Background: an optimization exercise with open tools, aiming at small area. Do not read the settings as production practice. The RTL was checked by simulation tests, not by an equivalence proof against the original design. Power is estimated from default activity; no workload was simulated.

<file path="flow/seqcells.txt">
sky130_fd_sc_hd__dfbbn_1
sky130_fd_sc_hd__dfbbn_2
sky130_fd_sc_hd__dfbbp_1
sky130_fd_sc_hd__dfrbp_1
sky130_fd_sc_hd__dfrbp_2
sky130_fd_sc_hd__dfrtn_1
sky130_fd_sc_hd__dfrtp_1
sky130_fd_sc_hd__dfrtp_2
sky130_fd_sc_hd__dfrtp_4
sky130_fd_sc_hd__dfsbp_1
sky130_fd_sc_hd__dfsbp_2
sky130_fd_sc_hd__dfstp_1
sky130_fd_sc_hd__dfstp_2
sky130_fd_sc_hd__dfstp_4
sky130_fd_sc_hd__dfxbp_1
sky130_fd_sc_hd__dfxbp_2
sky130_fd_sc_hd__dfxtp_1
sky130_fd_sc_hd__dfxtp_2
sky130_fd_sc_hd__dfxtp_4
sky130_fd_sc_hd__dlclkp_1
sky130_fd_sc_hd__dlclkp_2
sky130_fd_sc_hd__dlclkp_4
sky130_fd_sc_hd__dlrbn_1
sky130_fd_sc_hd__dlrbn_2
sky130_fd_sc_hd__dlrbp_1
sky130_fd_sc_hd__dlrbp_2
sky130_fd_sc_hd__dlrtn_1
sky130_fd_sc_hd__dlrtn_2
sky130_fd_sc_hd__dlrtn_4
sky130_fd_sc_hd__dlrtp_1
sky130_fd_sc_hd__dlrtp_2
sky130_fd_sc_hd__dlrtp_4
sky130_fd_sc_hd__dlxbn_1
sky130_fd_sc_hd__dlxbn_2
sky130_fd_sc_hd__dlxbp_1
sky130_fd_sc_hd__dlxtn_1
sky130_fd_sc_hd__dlxtn_2
sky130_fd_sc_hd__dlxtn_4
sky130_fd_sc_hd__dlxtp_1
sky130_fd_sc_hd__edfxbp_1
sky130_fd_sc_hd__edfxtp_1
sky130_fd_sc_hd__lpflow_inputisolatch_1
sky130_fd_sc_hd__sdfbbn_1
sky130_fd_sc_hd__sdfbbn_2
sky130_fd_sc_hd__sdfbbp_1
sky130_fd_sc_hd__sdfrbp_1
sky130_fd_sc_hd__sdfrbp_2
sky130_fd_sc_hd__sdfrtn_1
sky130_fd_sc_hd__sdfrtp_1
sky130_fd_sc_hd__sdfrtp_2
sky130_fd_sc_hd__sdfrtp_4
sky130_fd_sc_hd__sdfsbp_1
sky130_fd_sc_hd__sdfsbp_2
sky130_fd_sc_hd__sdfstp_1
sky130_fd_sc_hd__sdfstp_2
sky130_fd_sc_hd__sdfstp_4
sky130_fd_sc_hd__sdfxbp_1
sky130_fd_sc_hd__sdfxbp_2
sky130_fd_sc_hd__sdfxtp_1
sky130_fd_sc_hd__sdfxtp_2
sky130_fd_sc_hd__sdfxtp_4
sky130_fd_sc_hd__sdlclkp_1
sky130_fd_sc_hd__sdlclkp_2
sky130_fd_sc_hd__sdlclkp_4
sky130_fd_sc_hd__sedfxbp_1
sky130_fd_sc_hd__sedfxbp_2
sky130_fd_sc_hd__sedfxtp_1
sky130_fd_sc_hd__sedfxtp_2
sky130_fd_sc_hd__sedfxtp_4
</file>
<file path="flow/remap.abc">
strash
dc2
&get -n
&deepsyn -T @TIME@ -S @SEED@
&put
dch -f
amap -F 10 -A 20
topo
stime -c
</file>
<file path="standard.sh">
#!/bin/bash
# synth_recipe.tcl (not shown) runs the flow's synth.tcl, then flattens the netlist and writes it again
# the make line also repeats each setting of config.mk as NAME=value (left out here)
make -C /OpenROAD-flow-scripts/flow DESIGN_CONFIG=/design/flow/config.mk WORK_HOME=/design/flow/orfs CLKGATE_MAP_FILE= SYNTH_SCRIPT=/design/flow/synth_recipe.tcl "${@:-finish}"
</file>
<file path="flow/dontuse.txt">
sky130_fd_sc_hd__probe_p_8 sky130_fd_sc_hd__probec_p_8 sky130_fd_sc_hd__lpflow_bleeder_1 sky130_fd_sc_hd__lpflow_clkbufkapwr_1 sky130_fd_sc_hd__lpflow_clkbufkapwr_16 sky130_fd_sc_hd__lpflow_clkbufkapwr_2 sky130_fd_sc_hd__lpflow_clkbufkapwr_4 sky130_fd_sc_hd__lpflow_clkbufkapwr_8 sky130_fd_sc_hd__lpflow_clkinvkapwr_1 sky130_fd_sc_hd__lpflow_clkinvkapwr_16 sky130_fd_sc_hd__lpflow_clkinvkapwr_2 sky130_fd_sc_hd__lpflow_clkinvkapwr_4 sky130_fd_sc_hd__lpflow_clkinvkapwr_8 sky130_fd_sc_hd__lpflow_decapkapwr_12 sky130_fd_sc_hd__lpflow_decapkapwr_3 sky130_fd_sc_hd__lpflow_decapkapwr_4 sky130_fd_sc_hd__lpflow_decapkapwr_6 sky130_fd_sc_hd__lpflow_decapkapwr_8 sky130_fd_sc_hd__lpflow_inputiso0n_1 sky130_fd_sc_hd__lpflow_inputiso0p_1 sky130_fd_sc_hd__lpflow_inputiso1n_1 sky130_fd_sc_hd__lpflow_inputiso1p_1 sky130_fd_sc_hd__lpflow_inputisolatch_1 sky130_fd_sc_hd__lpflow_isobufsrc_1 sky130_fd_sc_hd__lpflow_isobufsrc_16 sky130_fd_sc_hd__lpflow_isobufsrc_2 sky130_fd_sc_hd__lpflow_isobufsrc_4 sky130_fd_sc_hd__lpflow_isobufsrc_8 sky130_fd_sc_hd__lpflow_isobufsrckapwr_16 sky130_fd_sc_hd__lpflow_lsbuf_lh_hl_isowell_tap_1 sky130_fd_sc_hd__lpflow_lsbuf_lh_hl_isowell_tap_2 sky130_fd_sc_hd__lpflow_lsbuf_lh_hl_isowell_tap_4 sky130_fd_sc_hd__lpflow_lsbuf_lh_isowell_4 sky130_fd_sc_hd__lpflow_lsbuf_lh_isowell_tap_1 sky130_fd_sc_hd__lpflow_lsbuf_lh_isowell_tap_2 sky130_fd_sc_hd__lpflow_lsbuf_lh_isowell_tap_4
</file>
<file path="design.v">
module frameCounter (
    input  logic Clk, Reset,
    input  logic fre,
    output logic changeFrame,
    output logic tick
);
    logic [3:0] a;
    logic       b;
    logic [2:0] c;
    always_ff @(posedge Clk) begin
        if (Reset) begin
            a <= 4'd15;
            b <= 1'b0;
            c <= 3'd0;
        end else if (fre) begin
            if (a == 4'd9) begin
                a <= 4'd0;
                b <= ~b;
                if (b) c <= (c == 3'd5) ? 3'd0 : c + 3'd1;
            end else if (a == 4'd15)
                a <= 4'd0;
            else
                a <= a + 4'd1;
        end
    end
    assign changeFrame = b;
    assign tick = (a == 4'd8) & b & (c == 3'd5);
endmodule
module health (
    input  logic       Clk, Reset,
    input  logic       fre, tick, hit_en,
    output logic [2:0] health_out,
    output logic       game_over
);
    always_ff @(posedge Clk) begin
        if (Reset)
            health_out <= 3'd5;
        else if (fre & tick & hit_en & ~game_over)
            health_out <= health_out - 3'd1;
    end
    assign game_over = (health_out == 3'd0);
endmodule
module enemy_health4 (
    input  logic       Clk, Reset,
    input  logic       fre, tick,
    input  logic [3:0] enemy_hit_en, is_enemy_shield,
    output logic [3:0] dead,
    output logic       all_dead
);
    logic [3:0][2:0] h;
    always_ff @(posedge Clk) begin
        for (int i = 0; i < 4; i++) begin
            if (Reset)
                h[i] <= (i == 3) ? 3'd7 : 3'd5;
            else if (fre & tick & enemy_hit_en[i] & ~is_enemy_shield[i] & ~dead[i])
                h[i] <= h[i] - 3'd1;
        end
    end
    always_comb
        for (int i = 0; i < 4; i++) dead[i] = (h[i] == 3'd0);
    assign all_dead = &dead;
endmodule
module platform (
    input  logic [9:0]  DrawX, DrawY,
    input  logic [13:0] left_bound,
    output logic        is_platform
);
    function automatic logic [13:0] C(input int k);
        case (k)
            0: C = 14'd0;     1: C = 14'd400;   2: C = 14'd500;   3: C = 14'd750;
            4: C = 14'd870;   5: C = 14'd910;   6: C = 14'd1000;  7: C = 14'd1200;
            8: C = 14'd1330;  9: C = 14'd1650;  10: C = 14'd2000; 11: C = 14'd2050;
            12: C = 14'd2200; 13: C = 14'd2600; 14: C = 14'd3100; default: C = 14'd4479;
        endcase
    endfunction
    function automatic logic [9:0] TOPK(input int k);
        case (k)
            0: TOPK = 10'd300;  1: TOPK = 10'd400;  2: TOPK = 10'd300;  3: TOPK = 10'd225;
            4: TOPK = 10'd150;  5: TOPK = 10'd180;  6: TOPK = 10'd280;  7: TOPK = 10'd380;
            8: TOPK = 10'd440;  9: TOPK = 10'd340;  10: TOPK = 10'd380; 11: TOPK = 10'd280;
            12: TOPK = 10'd220; 13: TOPK = 10'd340; default: TOPK = 10'd440;
        endcase
    endfunction
    function automatic logic ge14(input logic [13:0] a, input logic [13:0] b);
        logic c;
        c = 1'b1;
        for (int i = 0; i < 14; i++) c = (a[i] & ~b[i]) | (a[i] & c) | (~b[i] & c);
        ge14 = c;
    endfunction
    logic [13:0] sx;
    always_comb begin
        logic c;
        c = 1'b0;
        for (int i = 0; i < 14; i++) begin
            logic a;
            a = (i < 10) ? DrawX[i] : 1'b0;
            sx[i] = a ^ left_bound[i] ^ c;
            c = (a & left_bound[i]) | (c & (a ^ left_bound[i]));
        end
    end
    logic [15:0] past;
    always_comb begin
        for (int k = 0; k < 16; k++) past[k] = ge14(sx, C(k));
        is_platform = 1'b0;
        for (int k = 0; k < 15; k++)
            if (past[k] && !past[k+1] && ge14(14'(DrawY), 14'(TOPK(k)))) is_platform = 1'b1;
    end
endmodule
module ball4 (
    input  logic        Clk, Reset,
    input  logic        fre,             
    input  logic        game_over,
    input  logic [7:0]  keycode,
    input  logic [10:0] dxp, dxm,        
    input  logic        dxlo,            
    input  logic [10:0] dyp, dym,        
    input  logic        dylo,            
    input  logic [3:0]  near,            
    input  logic [3:0]  enemy_shield,
    output logic        is_ball,
    output logic        is_shield, is_punch,
    output logic [3:0]  is_attack,
    output logic [13:0] player_location, Ball_X, Ball_Y, left_bound,
    output logic        ball_direction,
    output logic        can_move
);
    function automatic logic le14(input logic [13:0] a, input logic [13:0] b);
        logic c;
        c = 1'b1;
        for (int i = 0; i < 14; i++) c = (~a[i] & b[i]) | (~a[i] & c) | (b[i] & c);
        le14 = c;
    endfunction
    function automatic logic [13:0] add14(input logic [13:0] a, input logic [13:0] b, input logic ci);
        logic c;
        c = ci;
        for (int i = 0; i < 14; i++) begin
            add14[i] = a[i] ^ b[i] ^ c;
            c = (a[i] & b[i]) | (c & (a[i] ^ b[i]));
        end
    endfunction
    function automatic logic [13:0] C(input int k);
        case (k)
            0: C = 14'd0;     1: C = 14'd400;   2: C = 14'd500;   3: C = 14'd750;
            4: C = 14'd870;   5: C = 14'd910;   6: C = 14'd1000;  7: C = 14'd1200;
            8: C = 14'd1330;  9: C = 14'd1650;  10: C = 14'd2000; 11: C = 14'd2050;
            12: C = 14'd2200; 13: C = 14'd2600; 14: C = 14'd3100; default: C = 14'd4479;
        endcase
    endfunction
    function automatic logic [8:0] TOPK(input int k);
        case (k)
            0: TOPK = 9'd300;  1: TOPK = 9'd400;  2: TOPK = 9'd300;  3: TOPK = 9'd225;
            4: TOPK = 9'd150;  5: TOPK = 9'd180;  6: TOPK = 9'd280;  7: TOPK = 9'd380;
            8: TOPK = 9'd440;  9: TOPK = 9'd340;  10: TOPK = 9'd380; 11: TOPK = 9'd280;
            12: TOPK = 9'd220; 13: TOPK = 9'd340; default: TOPK = 9'd440;
        endcase
    endfunction
    function automatic logic [8:0] BOTK(input int k);
        case (k)
            0: BOTK = 9'd350;  1: BOTK = 9'd450;  2: BOTK = 9'd350;  3: BOTK = 9'd275;
            4: BOTK = 9'd200;  5: BOTK = 9'd230;  6: BOTK = 9'd330;  7: BOTK = 9'd430;
            8: BOTK = 9'd479;  9: BOTK = 9'd390;  10: BOTK = 9'd430; 11: BOTK = 9'd330;
            12: BOTK = 9'd370; 13: BOTK = 9'd390; default: BOTK = 9'd479;
        endcase
    endfunction
    logic [13:0] X, P, LB;
    logic [8:0]  Y;
    logic        f;                      
    logic [3:0]  top_i, tl_i, tr_i;      
    logic        dir, shield, attack;
    logic [3:0]  hit;
    logic [13:0] X_n, P_n, LB_n;
    logic [8:0]  Y_n;
    logic        f_n;
    logic [3:0]  top_n, tl_n, tr_n;
    logic        dir_n, shield_n, attack_n;
    logic [3:0]  hit_n;
    always_ff @(posedge Clk) begin
        if (Reset) begin
            X <= 14'd320; P <= 14'd320; LB <= 14'd0; Y <= 9'd270; f <= 1'b0;
            top_i <= 4'd0; tl_i <= 4'd0; tr_i <= 4'd0;
            dir <= 1'b1; shield <= 1'b0; attack <= 1'b0; hit <= 4'b0;
        end else begin
            X <= X_n; P <= P_n; LB <= LB_n; Y <= Y_n; f <= f_n;
            top_i <= top_n; tl_i <= tl_n; tr_i <= tr_n;
            dir <= dir_n; shield <= shield_n; attack <= attack_n; hit <= hit_n;
        end
    end
    logic fe, kl, kr, kj, ks, ka;
    assign fe = fre & ~game_over;
    assign kl = (keycode == 8'd4);
    assign kr = (keycode == 8'd7);
    assign kj = (keycode == 8'd26);
    assign ks = (keycode == 8'd22);
    assign ka = (keycode == 8'd44);
    logic [14:0] below, landing;     
    logic [14:0] yb;                 
    always_comb
        for (int k = 0; k < 15; k++) begin
            below[k]   = ~le14(14'(TOPK(k) - 9'd31), 14'(Y));
            landing[k] = ~le14(14'(Y), 14'(TOPK(k) - 9'd37));
            yb[k]      = ~le14(14'(Y), 14'(TOPK(k) - 9'd30)) & ~le14(14'(BOTK(k) + 9'd30), 14'(Y));
        end
    logic [8:0] tv;
    assign tv = TOPK(int'(top_i));
    logic [8:0] yadd;                    
    assign yadd = Y + ((kj && ~below[top_i]) ? 9'd312 : 9'd6);
    logic [8:0] land_y;                 
    always_comb begin
        land_y = 9'd0;
        for (int k = 0; k < 16; k++) if (top_i == 4'(k)) land_y = TOPK(k) - 9'd31;
    end
    logic [3:0]  sP;
    always_comb begin
        sP = 4'd0;
        for (int k = 1; k < 16; k++)
            if (le14(C(k), P)) sP = 4'(k);
    end
    logic [13:0] cs, cn, gap, plw, prw;    
    logic [10:0] d, e;                   
    always_comb begin
        cs = 14'd0; cn = 14'd0; gap = 14'd0; plw = 14'd0; prw = 14'd0;
        for (int k = 0; k < 16; k++)
            if (sP == 4'(k)) begin
                cs = C(k); cn = C(k + 1); gap = C(k + 1) - C(k);
                plw = C(k) + 14'd21; prw = C(k + 1) - 14'd21;
            end
    end
    assign d = 11'(add14(P, ~cs, 1'b1));
    assign e = 11'(add14(gap, ~{3'd0, d}, 1'b1));
    logic collL, collR;
    logic [2:0] dl, er;
    always_comb begin
        collL = (sP >= 4'd1) && (sP <= 4'd14) && le14(14'd20, 14'(d)) && le14(14'(d), 14'd26) && yb[sP - 4'd1];
        collR = (sP <= 4'd13) && le14(14'd21, 14'(e)) && le14(14'(e), 14'd26) && yb[sP + 4'd1];
        dl = d[2:0] - 3'd4;              
        er = e[2:0] - 3'd5;              
    end
    logic lb0, lbnear, rbend, c3, d2, d3;
    assign lb0    = (LB == 14'd0);
    assign lbnear = le14(LB, 14'd6) || le14(14'd8198, LB);
    assign rbend  = f ? (LB == 14'd3839) : (LB == 14'd3840);
    assign c3     = rbend && ~le14(P, 14'd4160);
    assign d2     = f ? (le14(14'd3833, LB) && le14(LB, 14'd15737)) : (le14(14'd3834, LB) && le14(LB, 14'd15738));
    assign d3     = lb0 && ~le14(14'd320, P);
    logic p4166, p315;
    assign p4166 = ~le14(14'd4166, P);   
    assign p315  = le14(14'd315, P);     
    always_comb begin
        can_move = 1'b0;
        if (fe) begin
            if (kl) begin
                if (lb0) can_move = 1'b1;
                else if (lbnear) can_move = 1'b0;
                else if (c3) can_move = ~(~collL && p4166);
            end
            if (kr) begin
                if (rbend) can_move = 1'b1;
                else if (d2) can_move = 1'b0;
                else if (d3) can_move = ~(~collR && p315);
            end
        end
    end
    logic [3:0] w;
    logic       lb_add, lb_set0, lb_setR;
    always_comb begin
        w = 4'd0; lb_add = 1'b0; lb_set0 = 1'b0; lb_setR = 1'b0;
        if (kl) begin
            if (lb0) ;
            else if (lbnear) lb_set0 = ~collL;
            else if (c3) begin
                lb_add = ~collL && p4166;
                w = {1'b0, P[2:0]} - 4'd6;
            end else begin
                lb_add = 1'b1;
                w = collL ? 4'd1 - {1'b0, dl} : -4'sd6;
            end
        end
        if (kr) begin
            if (rbend) ;
            else if (d2) lb_setR = ~collR;
            else if (d3) begin
                lb_add = ~collR && p315;
                w = P[3:0] - 4'd10;
            end else begin
                lb_add = 1'b1;
                w = collR ? {1'b0, er} : 4'd6;
            end
        end
    end
    logic xle21, xre;
    assign xle21 = le14(X, 14'd21);
    assign xre   = le14(14'd618, X) && le14(X, 14'd16363);
    logic [5:0]  xa;                     
    logic [13:0] xs, ps, pm;             
    always_comb begin
        if (kl) xa = collL ? -6'sd21 - {3'd0, dl} : -6'sd6;
        else    xa = collR ? 6'd20 + {3'd0, er} : 6'd6;
    end
    assign xs = add14(X, {{8{xa[5]}}, xa}, 1'b0);
    assign ps = add14(P, kl ? -14'sd6 : 14'd6, 1'b0);
    assign pm = {ps[13:8] - 6'd15, ps[7:0]};
    always_comb begin
        X_n = X; P_n = P; LB_n = LB; Y_n = Y; f_n = f;
        top_n = top_i; tl_n = tl_i; tr_n = tr_i;
        dir_n = dir; shield_n = shield; attack_n = attack; hit_n = hit;
        if (fe) begin
            shield_n = ks;
            attack_n = ka;
            hit_n = near & ~enemy_shield & {4{attack}};
            if (kj) begin
                if (~below[top_i] && Y <= 9'd200)
                    Y_n = 9'd30;
                else
                    Y_n = yadd;
            end else if (landing[top_i])
                Y_n = land_y;
            else if (below[top_i] && below[tl_i] && below[tr_i])
                Y_n = yadd;
            if (kl | kr) begin
                dir_n = kr;
                if (can_move) begin
                    if (kl ? (~collL && xle21) : (~collR && xre))
                        X_n = kl ? 14'd20 : 14'd619;
                    else
                        X_n = xs;
                end else if (kl ? (lbnear && !lb0 && !collL) : (d2 && !rbend && !collR))
                    X_n = kl ? ps : pm;
                else
                    X_n = 14'd320;
                if (kl ? collL : collR)
                    P_n = kl ? plw : prw;
                else if (can_move && (kl ? xle21 : xre))
                    P_n = kl ? 14'd20 : 14'd4453;
                else
                    P_n = ps;
                if (lb_set0) begin LB_n = 14'd0; f_n = 1'b0; end
                if (lb_setR) begin LB_n = 14'd3839; f_n = 1'b1; end
                if (lb_add) LB_n = add14(LB, {{10{w[3]}}, w}, 1'b0);
                if (sP != 4'd15) top_n = sP;
                if (le14(14'd15, P) && ~le14(14'd4494, P))
                    tl_n = (sP == 4'd15) ? 4'd14 : (sP != 4'd0 && d < 11'd15) ? sP - 4'd1 : sP;
                if (~le14(14'd4464, P))
                    tr_n = (e <= 11'd15) ? sP + 4'd1 : sP;
                else if (le14(14'd16369, P))
                    tr_n = 4'd0;
            end
        end
    end
    assign is_ball = le14(X, 14'(dxp)) && (dxlo || le14(14'(dxm), X)) &&
                     le14(14'(Y), 14'(dyp)) && (dylo || le14(14'(dym), 14'(Y)));
    assign player_location = P;
    assign Ball_X          = X;
    assign Ball_Y          = {5'd0, Y};
    assign left_bound      = LB;
    assign ball_direction  = dir;
    assign is_shield       = shield;
    assign is_punch        = attack;
    assign is_attack       = {4{attack & ~game_over}} & (fe ? (near & ~enemy_shield) : hit);
endmodule
module enemy4 (
    input  logic        Clk, Reset,
    input  logic        fre,
    input  logic [10:0] dxp, dxm,        
    input  logic        dxlo,            
    input  logic [10:0] dyp, dym,        
    input  logic        dylo,            
    input  logic [7:0]  keycode,
    input  logic [13:0] Ball_X,
    input  logic        can_move,
    input  logic [13:0] player_location,
    input  logic        hit_en,
    input  logic [3:0]  dead,
    output logic [3:0]  is_enemy, is_enemy_shield, is_enemy_attack, direction, near,
    output logic [55:0] enemy_location, Enemy_X, Enemy_Y
);
    function automatic logic [14:0] add15(input logic [14:0] a, input logic [14:0] b, input logic ci);
        logic c;
        c = ci;
        for (int i = 0; i < 15; i++) begin
            add15[i] = a[i] ^ b[i] ^ c;
            c = (a[i] & b[i]) | (c & (a[i] ^ b[i]));
        end
    endfunction
    logic [13:0] P;
    assign P = player_location;
    logic seen;
    always_ff @(posedge Clk) begin
        if (Reset) seen <= 1'b0;
        else if (fre) seen <= 1'b1;
    end
    logic kany, k4, k7;
    assign kany = (keycode == 8'd0) || (keycode == 8'd22) || (keycode == 8'd44) || (keycode == 8'd26);
    assign k4 = (keycode == 8'd4);
    assign k7 = (keycode == 8'd7);
    logic plo20, phi20;
    assign plo20 = (player_location < 14'd20);
    assign phi20 = (player_location >= 14'd16364);
    for (genvar i = 0; i < 4; i++) begin : g
        enemy_unit #(.IDX(i)) u (
            .Clk(Clk), .Reset(Reset), .fre(fre),
            .dxp(dxp), .dxm(dxm), .dxlo(dxlo), .dyp(dyp), .dym(dym), .dylo(dylo),
            .P(P), .BX(Ball_X), .seen(seen),
            .cmL(can_move | k7 | kany), .cmR(can_move | k4 | kany),
            .plo20(plo20), .phi20(phi20), .hit_en(hit_en), .dead(dead[i]),
            .is_enemy(is_enemy[i]), .shield(is_enemy_shield[i]), .attack_hit(is_enemy_attack[i]),
            .dir(direction[i]), .near(near[i]),
            .L(enemy_location[14*i +: 14]), .X(Enemy_X[14*i +: 14]), .Y(Enemy_Y[14*i +: 14])
        );
    end
endmodule
module enemy_unit #(parameter int IDX = 0) (
    input  logic        Clk, Reset, fre,
    input  logic [10:0] dxp, dxm,
    input  logic        dxlo,
    input  logic [10:0] dyp, dym,
    input  logic        dylo,
    input  logic [13:0] P, BX,
    input  logic        seen,
    input  logic        cmL, cmR,
    input  logic        plo20, phi20,
    input  logic        hit_en, dead,
    output logic        is_enemy, shield, attack_hit, dir, near,
    output logic [13:0] L, X, Y
);
    localparam int B0 = (IDX == 0) ? 20  : (IDX == 1) ? 1023 : (IDX == 2) ? 2220 : 3121;
    localparam int B1 = (IDX == 0) ? 375 : (IDX == 1) ? 1627 : (IDX == 2) ? 2800 : 4453;
    localparam int LS = (IDX == 0) ? 120 : (IDX == 1) ? 1500 : (IDX == 2) ? 2400 : 3800;
    localparam int LW = (IDX == 0) ? 9 : (IDX == 1) ? 11 : (IDX == 2) ? 12 : 13;
    function automatic logic le15(input logic [14:0] a, input logic [14:0] b);
        logic c;
        c = 1'b1;
        for (int i = 0; i < 15; i++) c = (~a[i] & b[i]) | (~a[i] & c) | (b[i] & c);
        le15 = c;
    endfunction
    function automatic logic [14:0] add15(input logic [14:0] a, input logic [14:0] b, input logic ci);
        logic c;
        c = ci;
        for (int i = 0; i < 15; i++) begin
            add15[i] = a[i] ^ b[i] ^ c;
            c = (a[i] & b[i]) | (c & (a[i] ^ b[i]));
        end
    endfunction
    function automatic logic [13:0] add14(input logic [13:0] a, input logic [13:0] b, input logic ci);
        logic c;
        c = ci;
        for (int i = 0; i < 14; i++) begin
            add14[i] = a[i] ^ b[i] ^ c;
            c = (a[i] & b[i]) | (c & (a[i] ^ b[i]));
        end
    endfunction
    function automatic logic [4:0] ytest(input logic [8:0] y, input int tv);
        ytest[4] = ~le15(15'(tv - 1), 15'(y));
        ytest[3] = ~le15(15'(tv - 2), 15'(y));
        ytest[2] = ~le15(15'(y), 15'(tv - 31));
        ytest[1] = ~le15(15'(y), 15'(tv - 37));
        ytest[0] = le15(15'(tv - 31), 15'(y));
    endfunction
    logic [LW-1:0] l, l_n;
    logic [13:0]   x, x_n;
    logic [8:0]    y, yr, y_n;
    logic          m, m_n;               
    logic [1:0]    t, t_n;               
    logic          nm, nm_n;             
    logic          sh, at, ht, dr, sh_n, at_n, ht_n, dr_n;
    logic [1:0]    lm3, lm3_n;           
    always_ff @(posedge Clk) begin
        if (Reset) begin
            l <= LW'(LS); x <= 14'(LS); yr <= 9'd449; m <= 1'b0; t <= 2'd0;
            nm <= 1'b0; sh <= 1'b0; at <= 1'b0; ht <= 1'b0; dr <= (IDX == 0);
            lm3 <= 2'(LS % 3);
        end else if (fre) begin
            lm3 <= lm3_n;
            l <= l_n; x <= x_n; yr <= y_n; m <= m_n; t <= t_n;
            nm <= nm_n; sh <= sh_n; at <= at_n; ht <= ht_n; dr <= dr_n;
        end
    end
    assign y = (IDX == 0) ? (seen ? 9'd269 : 9'd449) : yr;
    logic [8:0] tv;
    logic [4:0] yt;
    always_comb begin
        tv = 9'd300; yt = ytest(y, 300);
        if (IDX == 1) begin
            tv = (t == 2'd1) ? 9'd280 : (t == 2'd2) ? 9'd380 : (t == 2'd3) ? 9'd440 : 9'd300;
            yt = (t == 2'd1) ? ytest(y, 280) : (t == 2'd2) ? ytest(y, 380) : (t == 2'd3) ? ytest(y, 440) : ytest(y, 300);
        end
        if (IDX == 2) begin
            tv = (t == 2'd1) ? 9'd220 : (t == 2'd2) ? 9'd340 : 9'd300;
            yt = (t == 2'd1) ? ytest(y, 220) : (t == 2'd2) ? ytest(y, 340) : ytest(y, 300);
        end
        if (IDX == 3) begin
            tv = seen ? 9'd440 : 9'd300;
            yt = seen ? ytest(y, 440) : ytest(y, 300);
        end
    end
    logic [8:0] land_y;                  
    always_comb begin
        land_y = 9'd269;
        if (IDX == 1) land_y = (t == 2'd1) ? 9'd249 : (t == 2'd2) ? 9'd349 : (t == 2'd3) ? 9'd409 : 9'd269;
        if (IDX == 2) land_y = (t == 2'd1) ? 9'd189 : (t == 2'd2) ? 9'd309 : 9'd269;
        if (IDX == 3) land_y = seen ? 9'd409 : 9'd269;
    end
    always_comb begin
        t_n = t;
        if (IDX == 1) t_n = (l < 11'd1200) ? 2'd1 : (l < 11'd1330) ? 2'd2 : 2'd3;
        if (IDX == 2) begin
            if (l >= 12'd2201 && l <= 12'd2598) t_n = 2'd1;
            if (l >= 12'd2601 && l <= 12'd3098) t_n = 2'd2;
        end
    end
    logic ml, mr, az, in320, in340;
    logic [14:0] D;                      
    assign D = add15(15'(l), ~{1'b0, P}, 1'b1);
    if (IDX == 0) begin : g0
        logic ln20, ln30, plo30, phi30;
        assign ln20  = (l < 9'd20);
        assign ln30  = (l < 9'd30);
        assign plo30 = (P < 14'd30);
        assign phi30 = (P >= 14'd16354);
        function automatic logic ge(input logic signed [14:0] d, input int c, input int n);
            if (n >= 1) ge = 1'b0;
            else if (n <= -2) ge = 1'b1;
            else if (n == 0) ge = (d >= $signed(15'(c)));
            else ge = (d >= $signed(15'(c - 16384)));
        endfunction
        int wp20p, wp20m, wp30p, wp30m, wl20, wl30;
        always_comb begin
            wp20p = phi20 ? 1 : 0;  wp20m = plo20 ? -1 : 0;
            wp30p = phi30 ? 1 : 0;  wp30m = plo30 ? -1 : 0;
            wl20  = ln20 ? -1 : 0;  wl30  = ln30 ? -1 : 0;
        end
        logic le_p20_l20, ge_p20_lm20, le_m20_l20, ge_m20_lm20;
        logic le_p30_l30, ge_p30_lm30, le_m30_l30, ge_m30_lm30;
        always_comb begin
            le_p20_l20  = ge(D, 0, -wp20p);                   
            ge_p20_lm20 = ~ge(D, 41, wl20 - wp20p);           
            le_m20_l20  = ge(D, -40, -wp20m);                 
            ge_m20_lm20 = ~ge(D, 1, wl20 - wp20m);            
            le_p30_l30  = ge(D, 0, -wp30p);
            ge_p30_lm30 = ~ge(D, 61, wl30 - wp30p);
            le_m30_l30  = ge(D, -60, -wp30m);
            ge_m30_lm30 = ~ge(D, 1, wl30 - wp30m);
            ml = ~ge_p20_lm20;                                
            mr = ~le_m20_l20;                                 
            az = ge_p20_lm20 | le_m20_l20;
            near = ((le_p20_l20 & ge_p20_lm20) | (le_m20_l20 & ge_m20_lm20)) &
                   ((le_p30_l30 & ge_p30_lm30) | (le_m30_l30 & ge_m30_lm30));
            in320 = (D[13:0] <= 14'd320);
            in340 = (D[13:0] >= 14'd16044) && (D[13:0] <= 14'd16364);
        end
    end else begin : g1
        logic c_gt, c_lt;
        assign c_gt  = ~D[14] & ~le15(D, 15'd40);             
        assign c_lt  = D[14] & ~le15(15'h7FD8, D);            
        assign ml    = phi20 | c_gt;
        assign mr    = plo20 | c_lt;
        assign az    = ~(plo20 | phi20);
        assign near  = ~c_gt & ~c_lt;
        assign in320 = ~phi20 & ~D[14] & le15(D, 15'd320);           
        assign in340 = ~plo20 & D[14] & le15(15'h7EAC, D);           
    end
    logic jw, cw;
    always_comb begin
        jw = 1'b0; cw = 1'b0;
        if (IDX == 1) begin
            jw = (l >= 1020 && l <= 1026) || (l >= 1220 && l <= 1226) || (l >= 1350 && l <= 1356);
            cw = (l >= 1020 && l <= 1024 && y > 150 && y < 260) ||
                 (l >= 1220 && l <= 1224 && y > 250 && y < 360) ||
                 (l >= 1350 && l <= 1354 && y > 350 && y < 460);
        end
        if (IDX == 2) begin
            jw = (l >= 2220 && l <= 2226) || (l >= 2620 && l <= 2626);
            cw = (l >= 2220 && l <= 2224 && y > 250 && y < 360) ||
                 (l >= 2620 && l <= 2624 && y > 190 && y < 400);
        end
        if (IDX == 3) begin
            jw = (l >= 3120 && l <= 3126);
            cw = (l >= 3120 && l <= 3124 && y > 310 && y < 420);
        end
    end
    logic s1, s2;                        
    assign s1 = nm & (lm3 == 2'd2);
    assign s2 = nm & (lm3 == 2'd0);
    logic [1:0]  la;                     
    logic        selk2;                  
    logic        xc;                     
    logic [13:0] xcv;
    logic [8:0]  ya;                     
    logic        yc;                     
    logic [8:0]  ycv;
    always_comb begin
        la = 2'd0; selk2 = 1'b0; xc = 1'b0; xcv = 14'd0;
        dr_n = dr;
        nm_n = 1'b1;
        m_n = (IDX == 0) ? yt[4] : yt[3];
        ya = m ? 9'd6 : 9'd0; yc = 1'b0; ycv = land_y;
        if (m ? yt[1] : yt[2]) begin     
            m_n = 1'b0;
            yc = 1'b1;
        end
        if (m ? (y <= 9'd37) : (y <= 9'd31)) m_n = 1'b1;
        if (ml) begin
            dr_n = 1'b0;
            nm_n = 1'b0;
            if (l >= LW'(B0)) begin
                if (IDX == 0 && cmL && P <= 14'd319 && l <= LW'(21)) begin
                    xc = 1'b1; xcv = 14'd20; la = 2'd3;
                end else begin
                    la = 2'd1;
                    if (!(cmL && !cw)) begin
                        if (in320) selk2 = 1'b1;
                        else begin xc = 1'b1; xcv = 14'd662; end
                    end
                end
                if (jw) begin
                    if (yt[0]) begin
                        if (y <= 9'd200) begin yc = 1'b1; ycv = 9'd30; end
                        else begin yc = 1'b0; ya = -9'sd200; end
                    end else begin
                        yc = 1'b0; ya = 9'd6;
                    end
                end
            end
        end
        if (mr) begin
            dr_n = 1'b1;
            nm_n = 1'b0;
            xc = 1'b0; selk2 = 1'b0;
            if (l <= LW'(B1)) begin
                la = 2'd2;
                if (!cmR) begin
                    if (in340) selk2 = 1'b1;
                    else begin xc = 1'b1; xcv = 14'd15745; end
                end
            end else
                la = 2'd0;
        end
        if (IDX == 0) m_n = seen & ~m;
    end
    logic [13:0] xsum;
    assign xsum = add14(selk2 ? 14'd320 : BX, D[13:0], 1'b0);
    always_comb begin
        case (la)
            2'd1:    begin l_n = l - LW'(4); lm3_n = (lm3 == 2'd0) ? 2'd2 : lm3 - 2'd1; end
            2'd2:    begin l_n = l + LW'(4); lm3_n = (lm3 == 2'd2) ? 2'd0 : lm3 + 2'd1; end
            2'd3:    begin l_n = LW'(20);    lm3_n = 2'd2; end
            default: begin l_n = l;          lm3_n = lm3; end
        endcase
        x_n = x;
        if (ml | mr) x_n = xc ? xcv : xsum;
        y_n = yc ? ycv : y + ya;
    end
    assign sh_n = az & s1;
    assign at_n = az & s2;
    assign ht_n = near & hit_en & at & ~dead & (l >= LW'(B0)) & (l <= LW'(B1));
    assign is_enemy = le15({1'b0, x}, 15'(dxp)) && (dxlo || le15(15'(dxm), {1'b0, x})) &&
                      le15(15'(y), 15'(dyp)) && (dylo || le15(15'(dym), 15'(y))) && ~dead;
    assign shield     = sh;
    assign attack_hit = at & ht;
    assign dir        = dr;
    assign L          = 14'(l);
    assign X          = x;
    assign Y          = {5'd0, y};
endmodule
module game_core (
    input  logic        Clk,
    input  logic        Reset,           
    input  logic        frame_clk,       
    input  logic [7:0]  keycode,
    input  logic [9:0]  DrawX,
    input  logic [9:0]  DrawY,
    output logic        is_ball,
    output logic [3:0]  is_enemy,
    output logic        is_platform,
    output logic        is_shield,
    output logic        is_punch,
    output logic [3:0]  is_attack,
    output logic [13:0] player_location,
    output logic [13:0] Ball_X,
    output logic [13:0] Ball_Y,
    output logic        ball_direction,
    output logic [55:0] enemy_loc,
    output logic [55:0] Enemy_X,
    output logic [55:0] Enemy_Y,
    output logic [3:0]  enemy_direction,
    output logic [3:0]  is_enemy_shield,
    output logic [3:0]  is_enemy_attack,
    output logic [2:0]  health_out,
    output logic        game_over,
    output logic [3:0]  dead,
    output logic        all_dead,
    output logic        changeFrame,
    output logic [13:0] left_bound
);
    logic frame_clk_delayed, fre;
    always_ff @(posedge Clk) begin
        frame_clk_delayed <= frame_clk;
        fre <= frame_clk & ~frame_clk_delayed;
    end
    logic       tick, can_move;
    logic [3:0] near;
    logic [10:0] dxp, dxm, dyp, dym;
    logic        dxlo, dylo;
    assign dxp  = {1'b0, DrawX} + 11'd20;
    assign dxm  = {1'b0, DrawX} - 11'd20;
    assign dxlo = (DrawX < 10'd20);
    assign dyp  = {1'b0, DrawY} + 11'd30;
    assign dym  = {1'b0, DrawY} - 11'd30;
    assign dylo = (DrawY < 10'd30);
    frameCounter frame_count (
        .Clk(Clk), .Reset(Reset), .fre(fre), .changeFrame(changeFrame), .tick(tick)
    );
    ball4 ball_instance (
        .Clk(Clk), .Reset(Reset), .fre(fre), .game_over(game_over), .keycode(keycode),
        .dxp(dxp), .dxm(dxm), .dxlo(dxlo), .dyp(dyp), .dym(dym), .dylo(dylo), .near(near), .enemy_shield(is_enemy_shield),
        .is_ball(is_ball), .is_shield(is_shield), .is_punch(is_punch), .is_attack(is_attack),
        .player_location(player_location), .Ball_X(Ball_X), .Ball_Y(Ball_Y),
        .left_bound(left_bound), .ball_direction(ball_direction), .can_move(can_move)
    );
    enemy4 enemy (
        .Clk(Clk), .Reset(Reset), .fre(fre), .dxp(dxp), .dxm(dxm), .dxlo(dxlo), .dyp(dyp), .dym(dym), .dylo(dylo),
        .keycode(keycode), .Ball_X(Ball_X), .can_move(can_move), .player_location(player_location),
        .hit_en(~is_shield), .dead(dead), .is_enemy(is_enemy), .is_enemy_shield(is_enemy_shield),
        .is_enemy_attack(is_enemy_attack), .direction(enemy_direction), .near(near),
        .enemy_location(enemy_loc), .Enemy_X(Enemy_X), .Enemy_Y(Enemy_Y)
    );
    platform plat (
        .DrawX(DrawX), .DrawY(DrawY), .left_bound(left_bound), .is_platform(is_platform)
    );
    health player_health (
        .Clk(Clk), .Reset(Reset), .fre(fre), .tick(tick), .hit_en(|is_enemy_attack),
        .health_out(health_out), .game_over(game_over)
    );
    enemy_health4 enemy_health (
        .Clk(Clk), .Reset(Reset), .fre(fre), .tick(tick), .enemy_hit_en(is_attack),
        .is_enemy_shield(is_enemy_shield), .dead(dead), .all_dead(all_dead)
    );
endmodule
</file>
<file path="config.mk">
export PLATFORM = sky130hd
export DESIGN_NAME = game_core
export DESIGN_NICKNAME = game_core
export VERILOG_FILES = /design/flow/design.v
export SDC_FILE = /design/flow/constraint.sdc
export NUM_CORES = 8
export LEC_CHECK = 0
export ABC_AREA = 1
export CAP_MARGIN = 20
export CORE_MARGIN = 2
export CORE_UTILIZATION = 45
export CTS_CLUSTER_DIAMETER = 100
export CTS_CLUSTER_SIZE = 20
export PLACE_DENSITY = 0.6
export SLEW_MARGIN = 20
</file>
<file path="flow/run.sh">
#!/bin/bash
# Own layout flow: the standard synthesis; then the combinational logic of
# the synthesized netlist is re-mapped for area with ABC (flip-flops are kept
# as they are: same instances, names and cells; several ABC random seeds are
# tried in parallel and the smallest netlist is kept); then the standard
# layout from floorplan to the final layout, with the smallest buffer on each
# port.  Each tool's output goes to a log file of its own in this folder.
set -euo pipefail
here=$(pwd)
flowdir=$here/flow
results=$here/orfs/results/${FLOW_PLATFORM}/game_core/base
lib=$FLOW_HOME/platforms/${FLOW_PLATFORM}/lib/sky130_fd_sc_hd__tt_025C_1v80.lib
yosys_bin=$FLOW_HOME/../tools/install/yosys/bin/yosys
[ -x "$yosys_bin" ] || yosys_bin=yosys

# 1. standard synthesis
bash standard.sh synth > $here/log_1_synth.txt 2>&1

# 2. area re-mapping of the combinational logic, in two passes; each pass
#    tries several ABC seeds in parallel and keeps the smallest netlist
du=""
for c in $(cat $flowdir/dontuse.txt); do du="$du -dont_use $c"; done
printf 'set_driving_cell sky130_fd_sc_hd__buf_1\nset_load 5\n' > $here/remap_abc.constr
remap_pass() {  # remap_pass NAME INPUT.v DSTIME SEEDS... ; leaves the best as NAME_best.v
  local name=$1 input=$2 dstime=$3; shift 3
  local s
  for s in "$@"; do
    sed "s/@SEED@/$s/; s/@TIME@/$dstime/" $flowdir/remap.abc > $here/${name}_$s.abc
    cat > $here/${name}_$s.ys <<EOY
read_liberty -ignore_miss_func $lib
blackbox $(tr '\n' ' ' < $flowdir/seqcells.txt)
read_verilog $input
hierarchy -top $FLOW_TOP
rename -hide c:_*
flatten
opt_clean -purge
abc -liberty $lib $du -script $here/${name}_$s.abc -constr $here/remap_abc.constr
opt_clean -purge
hilomap -singleton -hicell sky130_fd_sc_hd__conb_1 HI -locell sky130_fd_sc_hd__conb_1 LO
splitnets
opt_clean -purge
insbuf -buf sky130_fd_sc_hd__buf_4 A X
opt_clean -purge
tee -o $here/${name}_stat_$s.txt stat -liberty $lib
write_verilog -noattr -noexpr -nohex -nodec $here/${name}_out_$s.v
EOY
    $yosys_bin -s $here/${name}_$s.ys > $here/log_2_${name}_$s.txt 2>&1 &
  done
  wait
  local best="" bestarea="" a
  for s in "$@"; do
    a=$(sed -n "s/.*Chip area for module.*: \([0-9.]*\).*/\1/p" $here/${name}_stat_$s.txt 2>/dev/null | head -1)
    [ -n "$a" ] || continue
    if [ -z "$best" ] || awk "BEGIN{exit !($a < $bestarea)}"; then best=$s; bestarea=$a; fi
  done
  echo "$name: seed $best area $bestarea" >> $here/log_2_remap_choice.txt
  [ -n "$best" ]
  cp $here/${name}_out_$best.v $here/${name}_best.v
}
cp $results/1_2_yosys.v $here/remap_in.v
remap_pass remap1 $here/remap_in.v 240 1 2 3 4 5 6 7 8
remap_pass remap2 $here/remap1_best.v 120 11 12 13 14 15 16
cp $here/remap2_best.v $results/1_2_yosys.v
touch $results/1_2_yosys.v

# 3. standard layout from the re-mapped netlist
bash standard.sh BUFFER_PORTS_ARGS="-buffer_cell sky130_fd_sc_hd__buf_1" finish > $here/log_3_layout.txt 2>&1
</file>
<file path="constraint.sdc">
create_clock -name core_clock -period 25.0 [get_ports {Clk}]
set_input_delay 5.0000 -clock core_clock [delete_from_list [all_inputs] [get_ports {Clk}]]
set_output_delay 5.0000 -clock core_clock [all_outputs]
set_load 0.01 [all_outputs]
</file>
==> impl_metrics.env, run 1 <==
export IMPL_outcome="complete, no violations"
export IMPL_worstSetupPathType="in2out"
export IMPL_place_inst=4310
export IMPL_final_antenna_net_count=0
export IMPL_insertion_delay_ps=540
export IMPL_drt_wl_total_mm=107
export IMPL_cp_max_fo=14
export IMPL_layout_drive_gt1_share=0.0212
export IMPL_use_met2=0.654
export IMPL_critPathArrivalTime_ps=9940
export IMPL_rows=80
export IMPL_fin_setup_tns_ps=0
export IMPL_gr_total_overflow=0
export IMPL_critPathLaunchType="input pin"
export IMPL_die_width_um=223
export IMPL_clkSinkCount=252
export IMPL_dp_final_hpwl_mm=83.2
export IMPL_die_area_um2=49500
export IMPL_drc_errors=0
export IMPL_numCtsBuffers=17
export IMPL_avgSynthCellArea_um2=6.23
export IMPL_nFillCells=5054
export IMPL_num_io_pins=290
export IMPL_rsz0062_at_grt="false"
export IMPL_numPortBuffers=240
export IMPL_p_leak_uw=0.00798
export IMPL_hp_class="reg2reg"
export IMPL_cts_buffer_depth=3
export IMPL_cts_hold_buf=0
export IMPL_stdcell_count=4338
export IMPL_cap_viol_max_count=0
export IMPL_tightest_slew_ps=1170
export IMPL_drt_pass1_iter_count=7
export IMPL_clock_fmax_mhz=67.0
export IMPL_grt_busiest_layer="met2"
export IMPL_root_buffer="clkbuf_16"
export IMPL_skew_ps=17.3
export IMPL_min_period_over_period=0.597
export IMPL_postSynthCellCount=3448
export IMPL_h_tree_depth=1
export IMPL_maxSlewHeadroom=0.217
export IMPL_crit_path_end_kind="primary output"
export IMPL_grt_max_degree=55
export IMPL_gp_congestion=1.04
export IMPL_grt_pass1_wl_mm=158
export IMPL_core_area_um2=47400
export IMPL_hold_slack_ps=398
export IMPL_wl_per_cell_um=24.8
export IMPL_worstPathRequired_ps=20000
export IMPL_syn_cell_area_um2=21500
export IMPL_cts_tree="built"
export IMPL_setup_viol=0
export IMPL_cts_resized=0
export IMPL_yosys_warnings=11
export IMPL_antenna_found_initial=5
export IMPL_grt_pass1_vias=25601
export IMPL_drv_slew=0
export IMPL_grtUsageMet3=0.0969
export IMPL_stdcell_area_um2=23600
export IMPL_cts_reportedPaths_clkPinSlew_ps=80
export IMPL_nets=3746
export IMPL_period_minus_slack_ps=14940
export IMPL_placed_area_um2=23000
export IMPL_start_util=0.453
export IMPL_finalHoldViolCount=0
export IMPL_gr_usage_all_layers=0.414
export IMPL_reg2reg_depth=52
export IMPL_post_cts_buffers=0
export IMPL_via_per_inst=6.62
export IMPL_drtIter0Drc=3704
export IMPL_vias=28731
export IMPL_power_density_nw_per_um2=42.6
export IMPL_worstHoldPathCells=1
export IMPL_peakVddDrop_mv=0.0530
export IMPL_syn_to_final_growth_pct=9.74
export IMPL_die_h_um=223
export IMPL_globalRouteMet1Util=0.515
sequential cells by signal, summed over array words and instances, names as in the netlist, 4 cells and up:
| name | cells |
|---|---|
| enemy_health.h | 12 |
| enemy.g.u.yr | 27 |
| enemy.g.u.x | 56 |
| enemy.g.u.nm | 4 |
| enemy.g.u.l | 37 |
| enemy.g.u.dr | 4 |
| ball_instance.tl_i | 4 |
| ball_instance.LB | 14 |
| ball_instance.Y | 9 |
| ball_instance.X | 14 |
| enemy.g.u.ht | 4 |
| enemy.g.u.t | 4 |
| ball_instance.tr_i | 4 |
| ball_instance.P | 14 |
| enemy.g.u.lm3 | 8 |
| enemy.g.u.sh | 4 |
| frame_count.a | 4 |
| ball_instance.top_i | 4 |
| enemy.g.u.at | 4 |
| ball_instance.hit | 4 |
cells in the final DEF (no fill, tap or decap), types with 31 or more instances in the layout:
cell      count
nor2_1      682
clkinv_1    460
o21ai_0     381
a21oi_1     331
nand2_1     276
dfxtp_1     252
buf_1       239
o22ai_1     184
nor3_1      103
a31oi_1      69
o221ai_1     65
conb_1       49
buf_4        49
nand3_1      48
a22oi_1      41
a211oi_1     38
o21a_1       33
or2_0        31
where the power goes:
part           internal, uW  switching [uW]  total, uW
clock network           136             160        296
logic                  77.1             182        259
registers               418            31.1        449
metal layers:
metal  up-vias  part of all wire
met2      1976              0.43
met1     13242              0.38
met4         2             0.068
met5         -           0.00013
met3       420              0.12
li1      13091                 -
worst paths after layout:
path                        from                    to  slack, ps
min            frame_clk_delayed                   fre        400
max reg2reg  ball_instance.P[12]  ball_instance.LB[12]      12530
min reg2reg    frame_clk_delayed                   fre        400
max                     DrawX[2]           is_platform      10060
worst max-delay path, stage by stage:
cell       delay [ps]
buf_1             470
clkinv_1          390
o22ai_1           280
o22ai_1           150
nor2_1            170
a21oi_1            70
nor2_1            160
a21oi_1            70
nor2_1            160
a21oi_1            90
nor2_1            150
a21oi_1            70
nor2_1            140
a21oi_1            80
a21oi_1           470
clkinv_1          220
nor2_1            230
clkinv_1          150
a2111oi_0         370
o22a_1            210
nor2_1             40
a21oi_1           200
nor2_1             60
or3b_1            390
buf_1             140
metrics by stage:
| stage | setup WS [ps] | util | power (uW) |
|---|---|---|---|
| 6_report | 10060 | 0.497 | 1000 |
| 5_1_grt | 9550 | 0.497 | 1040 |
| 4_1_cts | 10300 | 0.496 | 996 |
| 3_5_place_dp | 10330 | 0.486 | 704 |
| 3_3_place_gp | 10400 | 0.486 | 703 |
| 2_1_floorplan | 11360 | - | 618 |
layout make-up:
class | count | area [um2] | share of cell area
Clock buffer | 18 | 429 | 0.0182
Clock inverter | 5 | 60.1 | 0.00255
Inverter | 461 | 1730 | 0.0734
Antenna cell | 4 | 10.0 | 0.000425
Multi-Input combinational cell | 2693 | 14300 | 0.605
Tap cell | 615 | 769 | 0.0326
Sequential cell | 252 | 5040 | 0.214
Timing Repair Buffer | 290 | 1280 | 0.0543
==> run 2: changes to the inputs <==
--- a/design.v
+++ b/design.v
@@ -455,7 +455,14 @@
         ytest[1] = ~le15(15'(y), 15'(tv - 37));
         ytest[0] = le15(15'(tv - 31), 15'(y));
     endfunction
+    localparam int LR = (IDX == 2) ? 11 : LW;      
     logic [LW-1:0] l, l_n;
+    logic [LR-1:0] lr;
+    if (IDX == 2) begin : gl2
+        assign l = {1'b1, lr};           
+    end else begin : gl
+        assign l = lr;
+    end
     logic [13:0]   x, x_n;
     logic [8:0]    y, yr, y_n;
     logic          m, m_n;               
@@ -465,12 +472,12 @@
     logic [1:0]    lm3, lm3_n;           
     always_ff @(posedge Clk) begin
         if (Reset) begin
-            l <= LW'(LS); x <= 14'(LS); yr <= 9'd449; m <= 1'b0; t <= 2'd0;
+            lr <= LR'(LS); x <= 14'(LS); yr <= 9'd449; m <= 1'b0; t <= 2'd0;
             nm <= 1'b0; sh <= 1'b0; at <= 1'b0; ht <= 1'b0; dr <= (IDX == 0);
             lm3 <= 2'(LS % 3);
         end else if (fre) begin
             lm3 <= lm3_n;
-            l <= l_n; x <= x_n; yr <= y_n; m <= m_n; t <= t_n;
+            lr <= l_n[LR-1:0]; x <= x_n; yr <= y_n; m <= m_n; t <= t_n;
             nm <= nm_n; sh <= sh_n; at <= at_n; ht <= ht_n; dr <= dr_n;
         end
     end
--- a/config.mk
+++ b/config.mk
@@ -6,10 +6,10 @@
 export NUM_CORES = 8
 export LEC_CHECK = 0
 export ABC_AREA = 1
-export CAP_MARGIN = 20
+export CAP_MARGIN = 10
 export CORE_MARGIN = 2
 export CORE_UTILIZATION = 45
 export CTS_CLUSTER_DIAMETER = 100
 export CTS_CLUSTER_SIZE = 20
 export PLACE_DENSITY = 0.6
-export SLEW_MARGIN = 20
+export SLEW_MARGIN = 10
==> run 2 against run 1 <==
  * Design area hardly changed
  * Area after synthesis shrank 0.15%
  * Total power grew 1.7%
  * First-iteration DRC count up 11%
  * Non-clock buffer count grew 2
  * Clock skew increased by 2.2 ps
  * Setup slack gained 75 ps
  * Worst hold slack worse by 10 ps
  * Die area down 0.14%
  * Sequential cell count fell by 1
  * Final cell count shrank 0.83%
  * Critical path type unchanged
  * Largest cell class unchanged
  * Largest power group unchanged
==> impl_metrics.env, run 2 <==
export IMPL_outcome="complete, no violations"
export IMPL_switchingPower_uw=384
export IMPL_vias=29152
export IMPL_postSynthCellCount=3414
export IMPL_start_util=0.452
export IMPL_rsz0062_at_grt="false"
export IMPL_critPathArrivalTime_ps=9860
export IMPL_hp_class="reg2reg"
export IMPL_final_cell_mix="645 x nor2_1, 482 x clkinv_1, 388 x o21ai_0"
export IMPL_cap_viol_max_count=0
export IMPL_largest_reg_flops=56
export IMPL_power_frac_comb=0.258
export IMPL_numPortBuffers=239
export IMPL_drt_pass1_iter_count=9
export IMPL_critPathLaunchType="input pin"
export IMPL_die_area_um2=49400
export IMPL_setup_viol=0
export IMPL_final_antenna_net_count=0
export IMPL_antenna_found_initial=5
export IMPL_cts_buffer_depth=3
export IMPL_grt_max_degree=64
export IMPL_syn_cell_area_um2=21500
export IMPL_die_h_um=222
export IMPL_yosys_warnings=11
export IMPL_rows=80
export IMPL_swShare=0.376
export IMPL_critPathMaxStageDelay_ps=560
export IMPL_numCtsBuffers=18
export IMPL_insertion_delay_ps=550
export IMPL_post_cts_buffers=0
export IMPL_drt_wl_total_mm=112
export IMPL_maxSlewHeadroom=0.172
export IMPL_clkSinkCount=251
export IMPL_top_register="enemy.g.u.x"
export IMPL_cts_reportedPaths_clkPinSlew_ps=80
export IMPL_finish_utilization=0.497
export IMPL_hold_slack_ps=387
export IMPL_cp_max_fo=13
export IMPL_biggestRegsByFlops="enemy.g.u.x x56, enemy.g.u.lr x36, enemy.g.u.yr x27"
export IMPL_root_buffer="clkbuf_16"
export IMPL_core_area_um2=47400
export IMPL_avgSynthCellArea_um2=6.28
export IMPL_grt_pass1_wl_mm=163
export IMPL_setup_ws_ps=10140
export IMPL_preCtsSetupSlack_ps=10280
export IMPL_fin_setup_tns_ps=0
export IMPL_crit_path_end_kind="primary output"
export IMPL_die_width_um=222
export IMPL_gr_usage_all_layers=0.430
export IMPL_num_io_pins=290
export IMPL_clock_power_share=0.307
export IMPL_tightest_slew_ps=1240
export IMPL_p_seq_frac=0.435
export IMPL_mostFrequentLayoutCell="nor2_1"
export IMPL_cts_hold_buf=0
export IMPL_worstSetupPathType="in2out"
export IMPL_gr_total_overflow=0
export IMPL_drc_errors=0
export IMPL_clock_fmax_mhz=67.3
export IMPL_via_per_inst=6.78
export IMPL_drtIter0Drc=4124
export IMPL_h_tree_depth=1
export IMPL_peakVddDrop_mv=0.0505
export IMPL_drv_slew=0
export IMPL_cts_tree="built"
export IMPL_nFillCells=4991
export IMPL_grt_pass1_vias=25518
export IMPL_syn_to_final_growth_pct=9.85
export IMPL_skew_ps=19.5
export IMPL_layout_drive_gt1_share=0.0225
export IMPL_worstPathRequired_ps=20000
export IMPL_cts_resized=0
export IMPL_min_period_over_period=0.594
export IMPL_p_leak_uw=0.00780
export IMPL_gp_congestion=1.07
export IMPL_cpMaxStageDelayCell="buf_1"
export IMPL_p_int_uw=637
export IMPL_wl_per_cell_um=26.1
export IMPL_power_density_nw_per_um2=43.3
export IMPL_dp_final_hpwl_mm=87.5
export IMPL_period_minus_slack_ps=14860
export IMPL_nets=3712
export IMPL_finalHoldViolCount=0
## run 2: area by class of cell
type	instances	area, um2	area share
inverters	483	1810	0.0769
clock buffers	20	489	0.0208
repair buffers	292	1300	0.0551
clock inverters	5	56.3	0.00239
well taps	615	769	0.0327
multi-input cells	2635	14100	0.599
diodes	1	2.50	0.000106
flip-flops and latches	251	5020	0.213
## run 2: worst paths after layout
check / start / to / slack, ps / cells past startpoint
setup / recovery: DrawX[2] / is_platform / 10140 / 27
hold / removal: frame_clk_delayed / fre / 390 / 1
hold reg to reg: frame_clk_delayed / fre / 390 / 1
setup reg to reg: ball_instance.P[6] / ball_instance.X[9] / 11140 / 58
## run 2: through the flow
| stage | total power (uW) | instances | instance area [um2] |
|---|---|---|---|
| floorplan | 616 | 3462 | 21600 |
| global placement | 702 | 4276 | 23000 |
| detailed placement | 703 | 4276 | 23000 |
| CTS | 1010 | 4301 | 23600 |
| global route | 1050 | 4301 | 23600 |
| finish | 1020 | 4302 | 23600 |
## run 2: power by group through the flow
stage / sequential [uW] / clock [uW] / combinational, uW
after floorplan: 446 / 0 / 170
after global placement: 451 / 0 / 251
after detailed placement: 452 / 0 / 251
after CTS: 442 / 314 / 253
after global routing: 445 / 325 / 284
final: 444 / 313 / 263
## run 2: per-layer routing
| metal | part of all wire | track usage |
|---|---|---|
| met1 | 0.40 | 0.576 |
| met2 | 0.41 | 0.638 |
| met3 | 0.13 | 0.100 |
| met4 | 0.068 | 0.232 |
| met5 | 0.00052 | 0 |
## run 2: worst max-delay path: cells and delay by family
| family | cells | cell delay (ps) |
|---|---|---|
| AOI/OAI and AO/OA | 14 | 2240 |
| and+or+nand+nor | 8 | 1160 |
| buffers and inverters | 5 | 1460 |
==> run 3: changes to the inputs <==
--- a/config.mk
+++ b/config.mk
@@ -9,7 +9,7 @@
 export CAP_MARGIN = 10
 export CORE_MARGIN = 2
 export CORE_UTILIZATION = 45
-export CTS_CLUSTER_DIAMETER = 100
-export CTS_CLUSTER_SIZE = 20
+export CTS_CLUSTER_DIAMETER = 130
+export CTS_CLUSTER_SIZE = 24
 export PLACE_DENSITY = 0.6
 export SLEW_MARGIN = 10
==> run 3 against run 2 <==
  * Still clean
  * Design area down 0.40%
  * Global-route usage hardly changed
  * Utilization decreased by 0.20 points
  * Sequential power barely moved
  * Count of clock-buffer cells in the layout shrank 4
  * Synthesized cell count unchanged
  * Setup slack got worse by 23 ps
  * Routed wire length up 0.15%
  * Via count is 0.15% lower
  * Combinational power about the same
  * Sequential cell count did not move
==> impl_metrics.env, run 3 <==
export IMPL_drv_slew=0
export IMPL_cp_depth=30
export IMPL_rows=80
export IMPL_cp_top_family="compound AO/OA/AOI/OAI gates"
export IMPL_min_period_over_period=0.595
export IMPL_root_buffer="clkbuf_16"
export IMPL_rsz0062_at_grt="false"
export IMPL_tightest_slew_ps=1230
export IMPL_crit_top_cell="a21oi_1"
export IMPL_cts_resized=0
export IMPL_critPathArrivalTime_ps=9880
export IMPL_critical_path_startpoint="DrawX[1]"
export IMPL_fin_setup_tns_ps=0
export IMPL_placed_area_um2=23000
export IMPL_dp_final_hpwl_mm=87.5
export IMPL_cts_buffer_depth=3
export IMPL_ff_latch_area_um2=5020
export IMPL_largest_reg_flops=56
export IMPL_biggestRegsByFlops="enemy.g.u.x x56, enemy.g.u.lr x36, enemy.g.u.yr x27"
export IMPL_post_cts_buffers=0
export IMPL_setup_viol=0
export IMPL_period_minus_slack_ps=14880
export IMPL_r2r_end="ball_instance.X[9]"
export IMPL_layout_drive_gt1_share=0.0217
export IMPL_cts_tree="built"
export IMPL_grt_max_degree=64
export IMPL_antenna_found_initial=4
export IMPL_mostFrequentLayoutCell="nor2_1"
export IMPL_top_register="enemy.g.u.x"
export IMPL_clkSinkCount=251
export IMPL_numPortBuffers=239
export IMPL_outcome="complete, no violations"
export IMPL_final_antenna_net_count=0
export IMPL_cts_hold_buf=0
export IMPL_multi_input_area_um2=14100
export IMPL_gp_congestion=1.07
export IMPL_finalHoldViolCount=0
export IMPL_drtIter0Drc=4014
export IMPL_core_area_um2=47400
export IMPL_via_per_inst=6.77
export IMPL_hp_class="reg2reg"
export IMPL_power_density_nw_per_um2=42.2
export IMPL_syn_cell_area_um2=21500
export IMPL_wl_per_cell_um=26.2
export IMPL_maxSlewHeadroom=0.176
export IMPL_cap_viol_max_count=0
export IMPL_gr_total_overflow=0
export IMPL_drt_wl_total_mm=112
export IMPL_critPathCapture="is_platform"
export IMPL_drt_pass1_iter_count=7
export IMPL_finish_utilization=0.495
export IMPL_clock_fmax_mhz=67.2
export IMPL_h_tree_depth=1
export IMPL_insertion_delay_ps=560
export IMPL_grt_pass1_wl_mm=163
export IMPL_yosys_warnings=11
export IMPL_reg2reg_depth=55
export IMPL_die_h_um=222
export IMPL_nFillCells=5015
export IMPL_worstSetupPathType="in2out"
export IMPL_postSynthCellCount=3414
export IMPL_critPathLaunchType="input pin"
export IMPL_numCtsBuffers=15
export IMPL_min_delay_start="frame_clk_delayed"
export IMPL_critPathBufInv=5
export IMPL_num_io_pins=290
export IMPL_grt_pass1_vias=25522
export IMPL_start_util=0.452
export IMPL_drc_errors=0
export IMPL_p_leak_uw=0.00774
export IMPL_nets=3709
export IMPL_reg2reg_from="ball_instance.P[6]"
export IMPL_die_area_um2=49400
export IMPL_stdcell_area_um2=23500
export IMPL_gr_usage_all_layers=0.430
export IMPL_cp_max_fo=10
export IMPL_cpMaxStageDelayCell="a21oi_1"
export IMPL_peakVddDrop_mv=0.0611
export IMPL_vias=29108
export IMPL_skew_ps=25.5
export IMPL_crit_path_end_kind="primary output"
export IMPL_worstPathRequired_ps=20000
export IMPL_critPathMaxStageDelay_ps=390
export IMPL_r2r_slack_ps=11190
export IMPL_syn_to_final_growth_pct=9.41
export IMPL_avgSynthCellArea_um2=6.28
export IMPL_die_width_um=222
export IMPL_final_cell_mix="645 x nor2_1, 482 x clkinv_1, 388 x o21ai_0"
export IMPL_cts_reportedPaths_clkPinSlew_ps=100
[run 3: how the worst min path moves through the flow]
stage | cells past startpoint | to | slack (ps)
final | 1 | fre | 390
after global routing | 1 | fre | 410
after CTS | 1 | fre | 390
after detailed placement | 1 | fre | 380
after global placement | 1 | fre | 370
after floorplan | 1 | fre | 370
[run 3: worst register-to-register path, delay by kind of cell (launching register included)]
| kind | cells | cell delay, ps |
|---|---|---|
| AND/OR/NAND/NOR | 26 | 6150 |
| AO/OA/AOI/OAI | 21 | 5100 |
| buffers and inverters | 8 | 2150 |
| flip-flops | 1 | 320 |
[run 3: where the power goes]
group	internal, uW	switching (uW)
Clock	117	164
Sequential	416	29.0
Combinational	77.3	186
Total	610	380
[run 3: layout make-up]
class | count | area share
multi-input combinational | 2635 | 0.602
sequential | 251 | 0.214
inverter | 483 | 0.0772
timing repair buffer | 292 | 0.0553
tap | 615 | 0.0328
clock buffer | 16 | 0.0166
clock inverter | 5 | 0.00224
antenna | 2 | 0.000213
[run 3: routing by layer]
metal / vias to the layer above / routed length [um] / GRT usage / part of all wire
li1: 12985 / - / - / -
met1: 13394 / 44000 / 0.565 / 0.39
met2: 2301 / 45700 / 0.636 / 0.41
met3: 420 / 15200 / 0.117 / 0.13
met4: 8 / 7520 / 0.239 / 0.067
met5: - / 54 / 0 / 0.00048
[run 3: through the flow]
stage | total power [uW] | worst slack (ps) | instances | hold WS, ps
2_1_floorplan | 616 | 11530 | 3462 | 367
3_3_place_gp | 702 | 10220 | 4276 | 370
3_5_place_dp | 703 | 10280 | 4276 | 376
4_1_cts | 979 | 10260 | 4297 | 391
5_1_grt | 1020 | 9690 | 4297 | 411
6_report | 990 | 10120 | 4299 | 392

static timing again, ports no longer ideal:
The flow's constraints put no driver on any port. The routed layouts listed below were extracted and timed again, unchanged, in two steps.
Step 1 assumes that a clkbuf_16 drives the clock port and a buf_2 every other input.
Step 2 adds t to the input delays and takes it off the output delays; t is the mean of the earliest and latest rising clock arrival at the registers after step 1. Input paths then give back, and output paths get back, about the clock's delay inside the block.
a / b / c = no drivers / after step 1 / after step 2; a / b = the first two.
run	shift t [ns]	setup slack, ns	worst setup path at the end	worst register clock-pin slew, ns	cell pins on the clock port's net
run 1	0.598	10.065 / 10.041 / 10.041	input to output	0.09 / 0.09	1
run 2	0.603	10.140 / 10.110 / 10.110	input to output	0.10 / 0.10	1
run 3	0.604	10.117 / 10.066 / 10.066	input to output	0.11 / 0.11	1
After both steps every run listed still meets setup and hold. For run 3, which loses most, drivers alone change the setup slack by -0.051 ns; drivers and shift together by -0.051 ns.
